This design comes from an exercise in tuning for small area on the open sky130 flow, not from production work. No run shown here included a check of the RTL's function; only the layout flow was run. Power figures rest on the tool's default switching activity, not on a simulated workload.

**design/flow/config.mk**
```make
export PLATFORM = sky130hd
export DESIGN_NAME = shuzizhong
export DESIGN_NICKNAME = shuzizhong
export VERILOG_FILES = /design/flow/design.v
export SDC_FILE = /design/flow/constraint.sdc
export NUM_CORES = 4
export LEC_CHECK = 0
export CAP_MARGIN = 20
export CORE_MARGIN = 2
export CORE_UTILIZATION = 60
export SLEW_MARGIN = 20
```
**design/flow/constraint.sdc**
```tcl
create_clock -name core_clock -period 25.0 [get_ports {clk1}]
set_input_delay 5.0000 -clock core_clock [delete_from_list [all_inputs] [get_ports {clk1}]]
set_output_delay 5.0000 -clock core_clock [all_outputs]
set_load 0.01 [all_outputs]
```
**design/flow/design.v**
```verilog
module shuzizhong(
    input wire clk1,         
    input wire reset,        
    input wire ah1,          
    input wire am1,          
    input wire alarm1,       
    input wire en,           
    input wire naozhong,     
    output wire [0:6] shi,       
    output wire [0:6] ge,        
    output wire [0:6] min_shi,   
    output wire [0:6] min_ge,    
    output wire [0:6] sec_shi,   
    output wire [0:6] sec_ge,    
    output wire daodian,     
    output wire audio        
);
    reg [6:0] lf;
    reg       half;
    wire      wrap = (lf[5:0] == 6'b011001);
    wire      tick = wrap & ~half;
    always @(posedge clk1 or posedge reset) begin
        if (reset) begin
            lf <= 7'b0110010;
            half <= 0;
        end else begin
            lf <= {lf[5:0], lf[6] ^ lf[2] ^ wrap};
            half <= half ^ wrap;
        end
    end
    reg [2:0] sub;
    wire sub_c = sub[2];    
    always @(posedge clk1 or posedge reset) begin
        if (reset) sub <= 0;
        else if (tick) sub <= sub_c ? 3'd0 : {sub[1] & sub[0], sub[1] ^ sub[0], ~sub[0]};
    end
    reg ah_s, ah, am_s, am, alarm_s, alarm, alarm_d;
    always @(posedge clk1 or posedge reset) begin
        if (reset) begin
            ah_s <= 1; ah <= 1;
            am_s <= 1; am <= 1;
            alarm_s <= 0; alarm <= 0; alarm_d <= 0;
        end else if (tick) begin
            ah_s <= ah1; ah <= ah_s;
            am_s <= am1; am <= am_s;
            alarm_s <= alarm1; alarm <= alarm_s; alarm_d <= alarm;
        end
    end
    wire ah_fall = tick & ah & ~ah_s;
    wire am_fall = tick & am & ~am_s;
    wire alarm_rise = tick & ~alarm & alarm_s;
    function [3:0] t10;      
        input [3:0] q;
        input e;
        t10 = {e & q[0] & ((q[2] & q[1]) | q[3]), e & q[0] & q[1], e & q[0] & ~q[3], e};
    endfunction
    function [2:0] t6;       
        input [2:0] q;
        input e;
        t6 = {e & q[0] & (q[1] | q[2]), e & q[0] & ~q[2], e};
    endfunction
    reg [3:0] s_o; reg [2:0] s_t;
    wire s_e = tick & sub_c;
    wire s_o9 = s_o[3] & s_o[0];
    always @(posedge clk1 or posedge reset) begin
        if (reset) begin s_o <= 0; s_t <= 0; end
        else begin
            s_o <= s_o ^ t10(s_o, s_e);
            s_t <= s_t ^ t6(s_t, s_e & s_o9);
        end
    end
    wire cout_miao = s_o9 & s_t[2] & s_t[0] & sub_c;
    reg [3:0] m_o; reg [2:0] m_t;
    wire m_e = tick & ~naozhong & (~am | cout_miao);
    wire m_o9 = m_o[3] & m_o[0];
    always @(posedge clk1 or posedge reset) begin
        if (reset) begin m_o <= 0; m_t <= 0; end
        else begin
            m_o <= m_o ^ t10(m_o, m_e);
            m_t <= m_t ^ t6(m_t, m_e & m_o9);
        end
    end
    wire cout_fen = m_o9 & m_t[2] & m_t[0] & cout_miao;
    reg [3:0] h_o; reg [1:0] h_t;
    wire h_e = tick & ~naozhong & (~ah | cout_fen);
    wire h_w = h_t[1] & h_o[1] & h_o[0];       
    always @(posedge clk1 or posedge reset) begin
        if (reset) begin h_o <= 0; h_t <= 0; end
        else begin
            h_o <= h_o ^ {h_e & h_o[0] & ((h_o[2] & h_o[1]) | h_o[3]),
                          h_e & h_o[0] & h_o[1] & ~h_t[1], h_e & h_o[0] & ~h_o[3], h_e};
            h_t <= h_t ^ {h_e & ((h_o[3] & h_o[0] & h_t[0]) | h_w), h_e & h_o[3] & h_o[0]};
        end
    end
    reg [3:0] a_mo; reg [2:0] a_mt;
    wire am_e = am_fall & naozhong;
    always @(posedge clk1 or posedge reset) begin
        if (reset) begin a_mo <= 0; a_mt <= 0; end
        else begin
            a_mo <= a_mo ^ t10(a_mo, am_e);
            a_mt <= a_mt ^ t6(a_mt, am_e & a_mo[3] & a_mo[0]);
        end
    end
    reg [3:0] a_ho; reg [1:0] a_ht;
    wire ah_e = ah_fall & naozhong;
    wire a_hw = a_ht[1] & a_ho[1] & a_ho[0];
    always @(posedge clk1 or posedge reset) begin
        if (reset) begin a_ho <= 0; a_ht <= 0; end
        else begin
            a_ho <= a_ho ^ {ah_e & a_ho[0] & ((a_ho[2] & a_ho[1]) | a_ho[3]),
                            ah_e & a_ho[0] & a_ho[1] & ~a_ht[1], ah_e & a_ho[0] & ~a_ho[3], ah_e};
            a_ht <= a_ht ^ {ah_e & ((a_ho[3] & a_ho[0] & a_ht[0]) | a_hw), ah_e & a_ho[3] & a_ho[0]};
        end
    end
    assign daodian = en & (m_o == 0) & (m_t == 0) & (s_t == 0);
    reg alarm_en, ring;
    always @(posedge clk1 or posedge reset) begin
        if (reset) alarm_en <= 1;
        else if (alarm_rise) alarm_en <= ~alarm_en;
    end
    always @(posedge clk1 or posedge reset) begin
        if (reset) ring <= 0;
        else if (tick)
            ring <= alarm_en & alarm_d & (a_ho == h_o) & (a_ht == h_t)
                    & (a_mo == m_o) & (a_mt == m_t);
    end
    reg [7:0] t_cnt;
    reg       tone;
    reg [10:0] d_cnt;
    reg [2:0] note;
    reg       first;
    reg [7:0] half_p;
    always @(*) begin
        case (note)
            3'd0: half_p = first ? 8'd170 : 8'd101;
            3'd1: half_p = 8'd170;
            3'd2: half_p = 8'd127;
            3'd3: half_p = 8'd101;
            3'd4: half_p = 8'd127;
            3'd5: half_p = 8'd113;
            3'd6: half_p = 8'd170;
            default: half_p = 8'd151;
        endcase
    end
    wire t_wrap = (t_cnt >= half_p);
    wire short = note[2] & (note[1] ^ note[0]);    
    wire d_wrap = short ? (&{d_cnt[9:5], d_cnt[3]}) : (&{d_cnt[10:6], d_cnt[4]});
    wire [7:0] t_c = {&t_cnt[6:0], &t_cnt[5:0], &t_cnt[4:0], &t_cnt[3:0], &t_cnt[2:0], &t_cnt[1:0], t_cnt[0], 1'b1};
    wire [10:0] d_c = {&d_cnt[9:0], &d_cnt[8:0], &d_cnt[7:0], &d_cnt[6:0], &d_cnt[5:0], &d_cnt[4:0],
                       &d_cnt[3:0], &d_cnt[2:0], &d_cnt[1:0], d_cnt[0], 1'b1};
    always @(posedge clk1 or posedge reset) begin
        if (reset) begin
            t_cnt <= 0; tone <= 0;
            d_cnt <= 0; note <= 0; first <= 1;
        end else if (ring) begin
            if (t_wrap) begin t_cnt <= 0; tone <= ~tone; end
            else t_cnt <= t_cnt + 1'b1;
            if (d_wrap) begin
                d_cnt <= 0; note <= note ^ {note[1] & note[0], note[0], 1'b1}; first <= 0;
            end else d_cnt <= d_cnt + 1'b1;
        end
    end
    assign audio = tone;
    wire [3:0] dh_o = naozhong ? a_ho : h_o;
    wire [1:0] dh_t = naozhong ? a_ht : h_t;
    wire [3:0] dm_o = naozhong ? a_mo : m_o;
    wire [2:0] dm_t = naozhong ? a_mt : m_t;
    wire [3:0] ds_o = naozhong ? 4'd0 : s_o;
    wire [2:0] ds_t = naozhong ? 3'd0 : s_t;
    function [0:6] seg;
        input [3:0] d;
        seg = {~d[3] & ~d[1] & (d[2] ^ d[0]),                  
               d[2] & (d[1] ^ d[0]),                           
               ~d[2] & d[1] & ~d[0],                           
               (~d[3] & ~d[1] & (d[2] ^ d[0])) | (d[2] & d[1] & d[0]),    
               d[0] | (d[2] & ~d[1]),                          
               (d[1] & d[0]) | (~d[3] & ~d[2] & (d[1] | d[0])),           
               ~d[3] & ((~d[2] & ~d[1]) | (d[2] & d[1] & d[0]))};         
    endfunction
    assign shi     = seg({2'b0, dh_t});
    assign ge      = seg(dh_o);
    assign min_shi = seg({1'b0, dm_t});
    assign min_ge  = seg(dm_o);
    assign sec_shi = seg({1'b0, ds_t});
    assign sec_ge  = seg(ds_o);
endmodule
```
**design/flow/flow/run.sh**
```bash
#!/bin/bash
# Layout flow: the standard ORFS flow (standard.sh) with three changes.
#  1. Synthesis runs with a copy of the ORFS scripts whose ABC script is flow/abc_area.script
#     (area-oriented mapping) and without the half/full adder extraction, so ABC maps the
#     adders' logic together with the rest. Registers are mapped as in the standard synthesis.
#  2. Ports are buffered with sky130_fd_sc_hd__buf_1.
#  3. Clock tree with small clock buffers and no dummy loads.
# Each step's full log is kept by ORFS under orfs/logs/; make's output goes to *.log here.
set -euo pipefail
HERE=$(pwd)
FLOWDIR=$(cd "$(dirname "${BASH_SOURCE[0]}")" && pwd)

rm -rf "$HERE/scripts_mod"
cp -r "$FLOW_HOME/scripts" "$HERE/scripts_mod"
cp "$FLOWDIR/abc_area.script" "$HERE/scripts_mod/abc_speed.script"

SCRIPTS_DIR="$HERE/scripts_mod" ADDER_MAP_FILE= bash standard.sh synth > "$HERE/synth_make.log" 2>&1

export BUFFER_PORTS_ARGS="-buffer_cell sky130_fd_sc_hd__buf_1"
export CTS_ARGS="-sink_clustering_enable -repair_clock_nets -buf_list ${CTS_BUFS:-sky130_fd_sc_hd__clkbuf_8} -dont_use_dummy_load"
bash standard.sh > "$HERE/layout_make.log" 2>&1
```
**design/flow/flow/abc_area.script**
```
strash
ifraig
dc2
dch -f
amap
strash
dc2
dch -f
amap
topo
```
**design/flow/standard.sh**
```bash
#!/bin/bash
# synth_recipe.tcl (not shown) runs the flow's synth.tcl, then flattens the netlist and writes it again
# the make line also repeats each setting of config.mk as NAME=value (left out here)
make -C /OpenROAD-flow-scripts/flow DESIGN_CONFIG=/design/flow/config.mk WORK_HOME=/design/flow/orfs CLKGATE_MAP_FILE= SYNTH_SCRIPT=/design/flow/synth_recipe.tcl "${@:-finish}"
```
==> report_table.html, run 1 <==
<table>
<tr><th>Metric</th><th>Value</th></tr>
<tr><th colspan="2">Floorplan</th></tr>
<tr><td>Total die area</td><td>between 7000 and 8000 um2</td></tr>
<tr><td>Number of placement rows</td><td>29</td></tr>
<tr><td>IO Pins</td><td>a little over 50</td></tr>
<tr><td>Starting utilization of the core area</td><td>0.613</td></tr>
<tr><td>Core Region</td><td>about 6200 um2</td></tr>
<tr><td>Die height</td><td>83.9 um</td></tr>
<tr><td>Die Width</td><td>roughly 84 um</td></tr>
<tr><th colspan="2">Timing</th></tr>
<tr><td>Final Max Slew Viols</td><td>0</td></tr>
<tr><td>Hold Vio Cnt, Final</td><td>0</td></tr>
<tr><td>Setup TNS</td><td>0 ps</td></tr>
<tr><td>Final number of setup-violating endpoints</td><td>0</td></tr>
<tr><td>Headroom to the max-slew limit</td><td>0.381</td></tr>
<tr><td>Post-layout worst setup margin</td><td>around 13000 ps</td></tr>
<tr><td>Setup repair after global routing missed its margin</td><td>false</td></tr>
<tr><td>Slew @ Worst Pin</td><td>around 930 ps</td></tr>
<tr><td>Worst-case hold slack</td><td>roughly 370 ps</td></tr>
<tr><td>FMAX</td><td>between 80 and 90 MHz</td></tr>
<tr><td>Final worst-path cycle share</td><td>0.497</td></tr>
<tr><td>Worst-case clock skew</td><td>about 31 ps</td></tr>
<tr><td>Shortest period the worst path allows</td><td>~12000 ps</td></tr>
<tr><th colspan="2">Final layout</th></tr>
<tr><td># diodes</td><td>0</td></tr>
<tr><td>Most frequent standard cell in the layout excluding fill and tap cells</td><td>sky130_fd_sc_hd__nor2_1</td></tr>
<tr><td>Commonest cells after routing, fill and taps aside</td><td>sky130_fd_sc_hd__nor2_1, sky130_fd_sc_hd__clkinv_1, sky130_fd_sc_hd__dfrtp_1</td></tr>
<tr><td>Filler cell count</td><td>540</td></tr>
<tr><td>Number of nets at the end of the flow</td><td>around 530</td></tr>
<tr><td>Area growth syn-to-layout</td><td>10.9%</td></tr>
<tr><td>Share of layout cells above drive strength 1</td><td>0.0442</td></tr>
<tr><td>Final core utilization</td><td>0.680</td></tr>
<tr><th colspan="2">Min path</th></tr>
<tr><td>Worst Hold Depth</td><td>0</td></tr>
<tr><td>Worst Hold Class</td><td>reg2reg</td></tr>
<tr><td>Source of the worst hold timing path</td><td>lf[4]$_DFF_PP1_</td></tr>
<tr><th colspan="2">GRT</th></tr>
<tr><td>First-pass GRT wire length</td><td>approximately 14000 um</td></tr>
<tr><td>Maximum number of pins on one net before global-route repair</td><td>78</td></tr>
<tr><td>GR Util All Layers</td><td>0.239</td></tr>
<tr><td>Total grt overflow</td><td>0</td></tr>
<tr><td>Vias in the first global route</td><td>between 3000 and 4000</td></tr>
<tr><td>Number of antenna violations at the first check in global routing</td><td>0</td></tr>
<tr><th colspan="2">Route</th></tr>
<tr><td>Routed len/inst</td><td>between 10 and 15 um</td></tr>
<tr><td>Met3 Routed Length</td><td>289 um</td></tr>
<tr><td>First-iteration detailed-routing DRC count</td><td>149</td></tr>
<tr><td>Detailed-routing iteration count for the pre-antenna-repair pass</td><td>5</td></tr>
<tr><td>Via count of the routed design</td><td>approximately 3400</td></tr>
<tr><td>Highest metal layer with signal wires</td><td>met4</td></tr>
<tr><td>Wire length reported by the detailed router</td><td>between 7000 and 8000 um</td></tr>
<tr><td>Met1 wire length</td><td>3660 um</td></tr>
<tr><td>Count of antenna-violating nets left after detailed routing</td><td>0</td></tr>
<tr><td>DR vias/cell</td><td>about 5.7</td></tr>
<tr><td>Met2 wire len</td><td>approximately 3600 um</td></tr>
<tr><td>Post-detailed-route DRC marker count</td><td>0</td></tr>
<tr><th colspan="2">Critical path</th></tr>
<tr><td>Worst path bufs/invs</td><td>5</td></tr>
<tr><td>Required time reported for the critical path endpoint</td><td>around 20000 ps</td></tr>
<tr><td>Flop2flop setup slack</td><td>22030 ps</td></tr>
<tr><td>Number of gates on the worst path with buffers counted</td><td>8</td></tr>
<tr><td>Largest delay contributor family on the critical path</td><td>compound AO/OA/AOI/OAI gates</td></tr>
<tr><td>Largest fanout of any net on the critical path</td><td>22</td></tr>
<tr><td>Peak per-stage delay on the critical path</td><td>roughly 540 ps</td></tr>
<tr><td>Type of the worst setup path</td><td>in2out</td></tr>
<tr><td>Launch point of the worst path</td><td>naozhong</td></tr>
<tr><td>Worst r2r src</td><td>lf[4]$_DFF_PP1_</td></tr>
<tr><td>Slowest-stage cell, CP</td><td>sky130_fd_sc_hd__clkinv_1</td></tr>
<tr><td>Endpoint arrival time on the critical path</td><td>~7400 ps</td></tr>
<tr><td>Capturing element type of the critical path</td><td>output port</td></tr>
<tr><td>Worst setup SP type</td><td>input pin</td></tr>
<tr><td>CP Cell Sequence</td><td>buf_1 &gt; buf_4 &gt; clkinv_1 &gt; o22ai_1 &gt; clkinv_1 &gt; a2111oi_0 &gt; o21bai_1 &gt; buf_1</td></tr>
<tr><td>R2R depth</td><td>11</td></tr>
<tr><th colspan="2">Clock network</th></tr>
<tr><td>CTS buffer count</td><td>9</td></tr>
<tr><td>TritonCTS clock tree</td><td>built</td></tr>
<tr><td>Maximum number of buffers from clock root to sink</td><td>2</td></tr>
<tr><td>Worst skew pair latency</td><td>between 300 and 400 ps</td></tr>
<tr><td>CTS clock-pin slew for the worst setup and hold paths</td><td>about 90 ps</td></tr>
<tr><td>H-Tree Level Count</td><td>3</td></tr>
<tr><td>Count of buffers added by post-CTS timing repair for setup</td><td>0</td></tr>
<tr><td>Hold bufs inserted after CTS</td><td>0</td></tr>
<tr><td>TritonCTS sink count</td><td>77</td></tr>
<tr><td>Number of cells upsized or downsized after cts</td><td>0</td></tr>
<tr><td>Root Buffer</td><td>sky130_fd_sc_hd__clkbuf_8</td></tr>
<tr><th colspan="2">Yosys</th></tr>
<tr><td>Per-instance average area after synthesis</td><td>between 8 and 9 um2</td></tr>
<tr><td>Seq/Total Area, Yosys</td><td>0.506</td></tr>
<tr><td>Number of cells produced by synthesis</td><td>about 460</td></tr>
<tr><td>Net Count, Synth</td><td>roughly 470</td></tr>
<tr><td>Fraction of synthesized cell area taken by the top area cell type</td><td>0.445</td></tr>
<tr><td>Number of library cell types mapped by synthesis</td><td>34</td></tr>
<tr><td>Flops &amp; latches, synth</td><td>between 70 and 80</td></tr>
<tr><td>Cell area after synthesis</td><td>between 3000 and 4000 um2</td></tr>
<tr><td>Synth warn</td><td>1</td></tr>
<tr><td>Top cell type by total area after synthesis</td><td>sky130_fd_sc_hd__dfrtp_1</td></tr>
<tr><td>Synth top area cells</td><td>sky130_fd_sc_hd__dfrtp_1, sky130_fd_sc_hd__nor2_1, sky130_fd_sc_hd__clkinv_1</td></tr>
<tr><th colspan="2">Status</th></tr>
<tr><td>Result of the run</td><td>no timing/DRC/antenna violations</td></tr>
<tr><th colspan="2">Placement</th></tr>
<tr><td>HPWL reported at the end of detailed placement</td><td>about 5700 um</td></tr>
<tr><td>Final RePlAce weighted congestion</td><td>0.868</td></tr>
<tr><td>Total of buffers placed on input and output ports</td><td>~50</td></tr>
<tr><td>Setup Slack @ Placement</td><td>roughly 13000 ps</td></tr>
<tr><th colspan="2">Pwr</th></tr>
<tr><td>Pwr per Cell Area</td><td>between 40 and 50 nW/um2</td></tr>
<tr><td>Max VDD drop</td><td>0.0464 mV</td></tr>
<tr><td>Static leakage</td><td>0.00170 uW</td></tr>
<tr><th colspan="2">Run</th></tr>
<tr><td>Max-cap violation count</td><td>0</td></tr>
</table>
==> cell type report <==
| cell class | count | area, um2 | area share |
|---|---|---|---|
| Multi-Input combinational cell | 311 | 1610 | 0.380 |
| Tap cell | 77 | 96.3 | 0.0227 |
| Clock buffer | 9 | 124 | 0.0292 |
| Timing Repair Buffer | 52 | 206 | 0.0486 |
| Inverter | 71 | 267 | 0.0628 |
| Sequential cell | 77 | 1940 | 0.457 |
==> synthesized netlist by cell type <==
library cell / number
sky130_fd_sc_hd__a2111oi_0: 3
sky130_fd_sc_hd__a211oi_1: 7
sky130_fd_sc_hd__a21o_1: 1
sky130_fd_sc_hd__a21oi_1: 25
sky130_fd_sc_hd__a221oi_1: 3
sky130_fd_sc_hd__a222oi_1: 1
sky130_fd_sc_hd__a22oi_1: 5
sky130_fd_sc_hd__a31oi_1: 3
sky130_fd_sc_hd__and2_0: 4
sky130_fd_sc_hd__and3_1: 9
sky130_fd_sc_hd__buf_4: 2
sky130_fd_sc_hd__clkinv_1: 71
sky130_fd_sc_hd__conb_1: 1
sky130_fd_sc_hd__dfrtp_1: 68
sky130_fd_sc_hd__dfstp_2: 9
sky130_fd_sc_hd__nand2_1: 37
sky130_fd_sc_hd__nand3_1: 5
sky130_fd_sc_hd__nand4_1: 3
sky130_fd_sc_hd__nand4b_1: 2
sky130_fd_sc_hd__nor2_1: 91
sky130_fd_sc_hd__nor2b_1: 6
sky130_fd_sc_hd__nor3_1: 25
sky130_fd_sc_hd__nor4_1: 5
sky130_fd_sc_hd__o211ai_1: 3
sky130_fd_sc_hd__o21a_1: 4
sky130_fd_sc_hd__o21ai_0: 22
sky130_fd_sc_hd__o21bai_1: 2
sky130_fd_sc_hd__o221ai_1: 3
sky130_fd_sc_hd__o22a_1: 1
sky130_fd_sc_hd__o22ai_1: 26
sky130_fd_sc_hd__o311a_1: 1
sky130_fd_sc_hd__o31ai_1: 1
sky130_fd_sc_hd__o32ai_1: 6
sky130_fd_sc_hd__or2_0: 6
==> metal layers <==
layer | track usage | vias up
met5 | 0 | -
met4 | 0.0982 | 0
li1 | - | 1737
met3 | 0.0346 | 10
met2 | 0.388 | 71
met1 | 0.325 | 1574
==> cell families after synthesis <==
group / after synthesis / synth area share
and+or+nand+nor: 193 / 0.223
AOI/OAI and AO/OA: 117 / 0.196
DFF: 77 / 0.506
buffers and inverters: 73 / 0.0736
other: 1 / 0.000980
==> flip-flops by register name (all words and copies together), names as in the netlist, 2 cells and up <==
name / cells
a_ho: 4
a_ht: 2
a_mo: 4
a_mt: 3
d_cnt: 11
h_o: 4
h_t: 2
lf: 7
m_o: 4
m_t: 3
note: 3
s_o: 4
s_t: 3
sub: 3
t_cnt: 8
==> stage by stage <==
| stage | total power [uW] | cells | area (um2) |
|---|---|---|---|
| 2_1_floorplan | 135 | 461 | 3830 |
| 3_5_place_dp | 139 | 588 | 4120 |
| 5_1_grt | 215 | 597 | 4250 |
| 6_report | 207 | 597 | 4250 |
| 3_3_place_gp | 138 | 588 | 4120 |
| 4_1_cts | 210 | 597 | 4250 |
==> worst register-to-register path, delay by kind of cell, from the launching register on <==
kind | cells | cell delay, ps
AOI/OAI and AO/OA | 1 | 50
and+or+nand+nor | 9 | 2140
DFF | 1 | 540
buffers and inverters | 1 | 100
==> where the power goes <==
part / switching [uW] / leakage [uW] / internal [uW]
Clock: 38.8 / 0.0000647 / 32.1
Combinational: 7.92 / 0.000685 / 3.12
Sequential: 0.366 / 0.000953 / 125
Total: 47.1 / 0.00170 / 160
==> final timing paths <==
path	to
setup / recovery	ge[3]
hold / removal	lf[5]$_DFF_PP1_
setup reg to reg	a_mt[1]$_DFF_PP0_
hold reg to reg	lf[5]$_DFF_PP1_
max in group asynchronous	s_o[3]$_DFF_PP0_
min in group asynchronous	lf[0]$_DFF_PP0_
==> run 2: changes to the inputs <==
--- a/design/flow/flow/run.sh
+++ b/design/flow/flow/run.sh
@@ -17,5 +17,5 @@
 SCRIPTS_DIR="$HERE/scripts_mod" ADDER_MAP_FILE= bash standard.sh synth > "$HERE/synth_make.log" 2>&1
 
 export BUFFER_PORTS_ARGS="-buffer_cell sky130_fd_sc_hd__buf_1"
-export CTS_ARGS="-sink_clustering_enable -repair_clock_nets -buf_list ${CTS_BUFS:-sky130_fd_sc_hd__clkbuf_8} -dont_use_dummy_load"
+export CTS_ARGS="-sink_clustering_enable -repair_clock_nets -buf_list sky130_fd_sc_hd__clkbuf_16 -sink_clustering_size 80 -sink_clustering_max_diameter 300 -dont_use_dummy_load"
 bash standard.sh > "$HERE/layout_make.log" 2>&1
==> report_table.html, run 2 <==
<table>
<tr><th>Metric</th><th>Value</th></tr>
<tr><th colspan="2">Status</th></tr>
<tr><td>Result of the run</td><td>no timing/DRC/antenna violations</td></tr>
<tr><th colspan="2">Final layout</th></tr>
<tr><td>Area growth syn-to-layout</td><td>13.6%</td></tr>
<tr><td># diodes</td><td>0</td></tr>
<tr><td>Commonest cells after routing, fill and taps aside</td><td>sky130_fd_sc_hd__nor2_1, sky130_fd_sc_hd__clkinv_1, sky130_fd_sc_hd__dfrtp_1</td></tr>
<tr><td>Largest register FFs</td><td>11</td></tr>
<tr><td>Largest registers ranked by flip-flop count</td><td>d_cnt (11), t_cnt (8), lf (7)</td></tr>
<tr><td>Reg with most FFs</td><td>d_cnt</td></tr>
<tr><td>Most frequent standard cell in the layout excluding fill and tap cells</td><td>sky130_fd_sc_hd__nor2_1</td></tr>
<tr><td>Number of cells in the finished layout apart from fillers</td><td>approximately 600</td></tr>
<tr><td>Final std cell area, no fill</td><td>between 4000 and 5000 um2</td></tr>
<tr><td>Share of layout cells above drive strength 1</td><td>0.0442</td></tr>
<tr><td>Number of nets at the end of the flow</td><td>about 530</td></tr>
<tr><th colspan="2">Critical path</th></tr>
<tr><td>R2R depth</td><td>11</td></tr>
<tr><td>Capturing element type of the critical path</td><td>output port</td></tr>
<tr><td>Flop2flop setup slack</td><td>22050 ps</td></tr>
<tr><td>Required time reported for the critical path endpoint</td><td>20000 ps</td></tr>
<tr><td>Launch point of the worst path</td><td>naozhong</td></tr>
<tr><td>Capturing point of the worst reg2reg path</td><td>a_mt[1]$_DFF_PP0_</td></tr>
<tr><td>Worst r2r src</td><td>lf[4]$_DFF_PP1_</td></tr>
<tr><td>Type of the worst setup path</td><td>in2out</td></tr>
<tr><td>End of the critical path</td><td>ge[3]</td></tr>
<tr><td>Largest fanout of any net on the critical path</td><td>22</td></tr>
<tr><td>Endpoint arrival time on the critical path</td><td>approximately 7500 ps</td></tr>
<tr><td>Worst setup SP type</td><td>input pin</td></tr>
<tr><th colspan="2">Route</th></tr>
<tr><td>Count of antenna-violating nets left after detailed routing</td><td>0</td></tr>
<tr><td>Wire length reported by the detailed router</td><td>7820 um</td></tr>
<tr><td>Met1 wire length</td><td>between 3000 and 4000 um</td></tr>
<tr><td>Via count of the routed design</td><td>around 3400</td></tr>
<tr><td>DR vias/cell</td><td>5.69</td></tr>
<tr><td>Highest metal layer with signal wires</td><td>met4</td></tr>
<tr><td>Routed len/inst</td><td>approximately 13 um</td></tr>
<tr><td>First-iteration detailed-routing DRC count</td><td>between 100 and 150</td></tr>
<tr><td>Met3 Routed Length</td><td>a little under 300 um</td></tr>
<tr><td>Detailed-routing iteration count for the pre-antenna-repair pass</td><td>5</td></tr>
<tr><td>Post-detailed-route DRC marker count</td><td>0</td></tr>
<tr><td>Met2 wire len</td><td>approximately 3700 um</td></tr>
<tr><th colspan="2">Floorplan</th></tr>
<tr><td>Die Width</td><td>between 80 and 90 um</td></tr>
<tr><td>Starting utilization of the core area</td><td>0.613</td></tr>
<tr><td>IO Pins</td><td>51</td></tr>
<tr><td>Core Region</td><td>~6200 um2</td></tr>
<tr><td>Die height</td><td>~84 um</td></tr>
<tr><td>Number of placement rows</td><td>29</td></tr>
<tr><td>Total die area</td><td>between 7000 and 8000 um2</td></tr>
<tr><th colspan="2">Clock network</th></tr>
<tr><td>Number of cells upsized or downsized after cts</td><td>0</td></tr>
<tr><td>Maximum number of buffers from clock root to sink</td><td>2</td></tr>
<tr><td>Hold bufs inserted after CTS</td><td>0</td></tr>
<tr><td>TritonCTS sink count</td><td>slightly below 80</td></tr>
<tr><td>CTS clock-pin slew for the worst setup and hold paths</td><td>roughly 60 ps</td></tr>
<tr><td>Count of buffers added by post-CTS timing repair for setup</td><td>0</td></tr>
<tr><td>Root Buffer</td><td>sky130_fd_sc_hd__clkbuf_16</td></tr>
<tr><td>H-Tree Level Count</td><td>3</td></tr>
<tr><td>Worst skew pair latency</td><td>330 ps</td></tr>
<tr><td>CTS buffer count</td><td>9</td></tr>
<tr><td>TritonCTS clock tree</td><td>built</td></tr>
<tr><th colspan="2">Yosys</th></tr>
<tr><td>Flops &amp; latches, synth</td><td>77</td></tr>
<tr><td>Seq/Total Area, Yosys</td><td>0.506</td></tr>
<tr><td>Synth top cells by count</td><td>sky130_fd_sc_hd__nor2_1, sky130_fd_sc_hd__clkinv_1, sky130_fd_sc_hd__dfrtp_1, sky130_fd_sc_hd__nand2_1, sky130_fd_sc_hd__o22ai_1</td></tr>
<tr><td>Synth top area cells</td><td>sky130_fd_sc_hd__dfrtp_1, sky130_fd_sc_hd__nor2_1, sky130_fd_sc_hd__clkinv_1</td></tr>
<tr><td>Per-instance average area after synthesis</td><td>around 8.3 um2</td></tr>
<tr><td>Cell area after synthesis</td><td>between 3000 and 4000 um2</td></tr>
<tr><td>Ys async rst share</td><td>1.00</td></tr>
<tr><td>Number of library cell types mapped by synthesis</td><td>34</td></tr>
<tr><td>Fraction of synthesized cell area taken by the top area cell type</td><td>0.445</td></tr>
<tr><td>Post-Synth XOR/XNOR Area</td><td>0</td></tr>
<tr><td>Area fraction in and, or, nand and nor cells after synthesis</td><td>0.223</td></tr>
<tr><td>Cell with the most instances after synthesis</td><td>sky130_fd_sc_hd__nor2_1</td></tr>
<tr><td>EDFF count, synth</td><td>0</td></tr>
<tr><td>Fraction of the mapped netlist area in compound gates</td><td>0.196</td></tr>
<tr><td>Top cell type by total area after synthesis</td><td>sky130_fd_sc_hd__dfrtp_1</td></tr>
<tr><td>Synth warn</td><td>1</td></tr>
<tr><td>Dominant synthesized flop cell</td><td>sky130_fd_sc_hd__dfrtp_1</td></tr>
<tr><td>Multiplexer share of the synthesized area</td><td>0</td></tr>
<tr><td>Main combinational cell family by area after synthesis</td><td>simple AND/OR/NAND/NOR gates</td></tr>
<tr><td>Net Count, Synth</td><td>roughly 470</td></tr>
<tr><td>Synthesized-area fraction occupied by adder cells</td><td>0</td></tr>
<tr><td>Number of cells produced by synthesis</td><td>461</td></tr>
<tr><th colspan="2">Placement</th></tr>
<tr><td>Total of buffers placed on input and output ports</td><td>49</td></tr>
<tr><td>DP Cell Count</td><td>around 590</td></tr>
<tr><td>Setup Slack @ Placement</td><td>approximately 13000 ps</td></tr>
<tr><td>HPWL reported at the end of detailed placement</td><td>roughly 5700 um</td></tr>
<tr><td>Final RePlAce weighted congestion</td><td>between 0.8 and 0.9</td></tr>
<tr><td>Post-DP Area</td><td>a little over 4000 um2</td></tr>
<tr><th colspan="2">GRT</th></tr>
<tr><td>Total grt overflow</td><td>0</td></tr>
<tr><td>Maximum number of pins on one net before global-route repair</td><td>roughly 80</td></tr>
<tr><td>GR Util All Layers</td><td>0.243</td></tr>
<tr><td>Number of antenna violations at the first check in global routing</td><td>0</td></tr>
<tr><td>Vias in the first global route</td><td>approximately 3200</td></tr>
<tr><td>First-pass GRT wire length</td><td>approximately 14000 um</td></tr>
<tr><th colspan="2">Timing</th></tr>
<tr><td>Headroom to the max-slew limit</td><td>0.377</td></tr>
<tr><td>Shortest period the worst path allows</td><td>approximately 12000 ps</td></tr>
<tr><td>Slew @ Worst Pin</td><td>between 900 and 1000 ps</td></tr>
<tr><td>Final Max Slew Viols</td><td>0</td></tr>
<tr><td>Hold Vio Cnt, Final</td><td>0</td></tr>
<tr><td>Post-layout worst setup margin</td><td>about 13000 ps</td></tr>
<tr><td>Final number of setup-violating endpoints</td><td>0</td></tr>
<tr><td>Setup repair after global routing missed its margin</td><td>false</td></tr>
<tr><td>Setup TNS</td><td>0 ps</td></tr>
<tr><td>Final worst-path cycle share</td><td>0.499</td></tr>
<tr><td>Worst-case clock skew</td><td>around 22 ps</td></tr>
<tr><td>FMAX</td><td>80.2 MHz</td></tr>
<tr><th colspan="2">Pwr</th></tr>
<tr><td>Max VDD drop</td><td>around 0.049 mV</td></tr>
<tr><td>Pwr per Cell Area</td><td>between 50 and 60 nW/um2</td></tr>
<tr><td>Static leakage</td><td>around 0.0017 uW</td></tr>
<tr><td>Tot Pwr</td><td>241 uW</td></tr>
<tr><th colspan="2">Min path</th></tr>
<tr><td>Worst Hold Class</td><td>reg2reg</td></tr>
<tr><th colspan="2">Run</th></tr>
<tr><td>Max-cap violation count</td><td>0</td></tr>
</table>
[run 2: cell counts after synthesis]
Identical to the previous run, type by type.
[run 2: layout make-up]
cell class | count | area (um2)
clock buffer | 9 | 225
fill | 522 | 1890
inverter | 71 | 267
multi-input combinational | 311 | 1610
sequential | 77 | 1940
tap | 77 | 96.3
timing repair buffer | 52 | 206
[run 2: worst min path at each step]
stage | startpoint | end | slack, ps | cells past startpoint
3_3_place_gp | lf[4]$_DFF_PP1_ | lf[5]$_DFF_PP1_ | 360 | 0
4_1_cts | lf[4]$_DFF_PP1_ | lf[5]$_DFF_PP1_ | 370 | 0
5_1_grt | lf[4]$_DFF_PP1_ | lf[5]$_DFF_PP1_ | 370 | 0
2_1_floorplan | lf[3]$_DFF_PP0_ | lf[4]$_DFF_PP1_ | 350 | 0
3_5_place_dp | lf[4]$_DFF_PP1_ | lf[5]$_DFF_PP1_ | 360 | 0
6_report | lf[4]$_DFF_PP1_ | lf[5]$_DFF_PP1_ | 370 | 0
[run 2: routing by layer]
metal  global-route usage  vias to the layer above
met2                0.397                       77
met5                    0                        -
met1                0.328                     1567
met4               0.0982                        0
li1                     -                     1743
met3               0.0376                        9
[run 2: cells by family (layout without fill, tap and decap cells)]
| group | Yosys count | in the layout |
|---|---|---|
| and+or+nand+nor | 193 | 193 |
| other | 1 | 1 |
| buffers and inverters | 73 | 132 |
| AOI/OAI and AO/OA | 117 | 117 |
| DFF | 77 | 77 |
[run 2: critical path, cell delays in order]
cell and delay (ps):
sky130_fd_sc_hd__buf_1 70, sky130_fd_sc_hd__buf_4 230, sky130_fd_sc_hd__clkinv_1 550, sky130_fd_sc_hd__o22ai_1 530
sky130_fd_sc_hd__clkinv_1 200, sky130_fd_sc_hd__a2111oi_0 540, sky130_fd_sc_hd__o21bai_1 180, sky130_fd_sc_hd__buf_1 160
[run 2: stage by stage]
step	util	hold slack, ps
floorplan	-	354
global placement	0.660	357
detailed placement	0.660	365
CTS	0.696	372
global route	0.696	375
finish	0.696	370
[run 2: power breakdown]
group	switching, uW	internal [uW]
Clock	41.8	62.9
Combinational	8.01	3.12
Sequential	0.372	125
Total	50.2	191

-- re-timing with driven ports --
The results above use ideal ports. As a check the final layouts listed here were re-extracted and re-timed, cells and wires unchanged.
Step 1: set_driving_cell puts a clkbuf_16 on clk1 and a buf_2 on each other input, an assumption about the parent block.
Step 2 times the ports against the registers' clock, not the clock port: input delays grow and output delays shrink by t, the midpoint of the rising clock arrivals with the driver on.
Three values: ideal, step 1, step 2; two values: the first two.
run | t (ns) | setup slack, ns | hold slack, ns | worst slew at a driven data input, ns | cell pins on the clock port's net
run 1 | 0.363 | 12.563 / 12.539 / 12.539 | 0.374 / 0.374 / 0.374 | 0.03 | 1
run 2 | 0.354 | 12.524 / 12.501 / 12.501 | 0.370 / 0.370 / 0.370 | 0.03 | 1
After both steps every run listed still meets setup and hold. The setup slack of run 1, which loses most, moves by -0.024 ns with the drivers and by -0.024 ns with both steps.
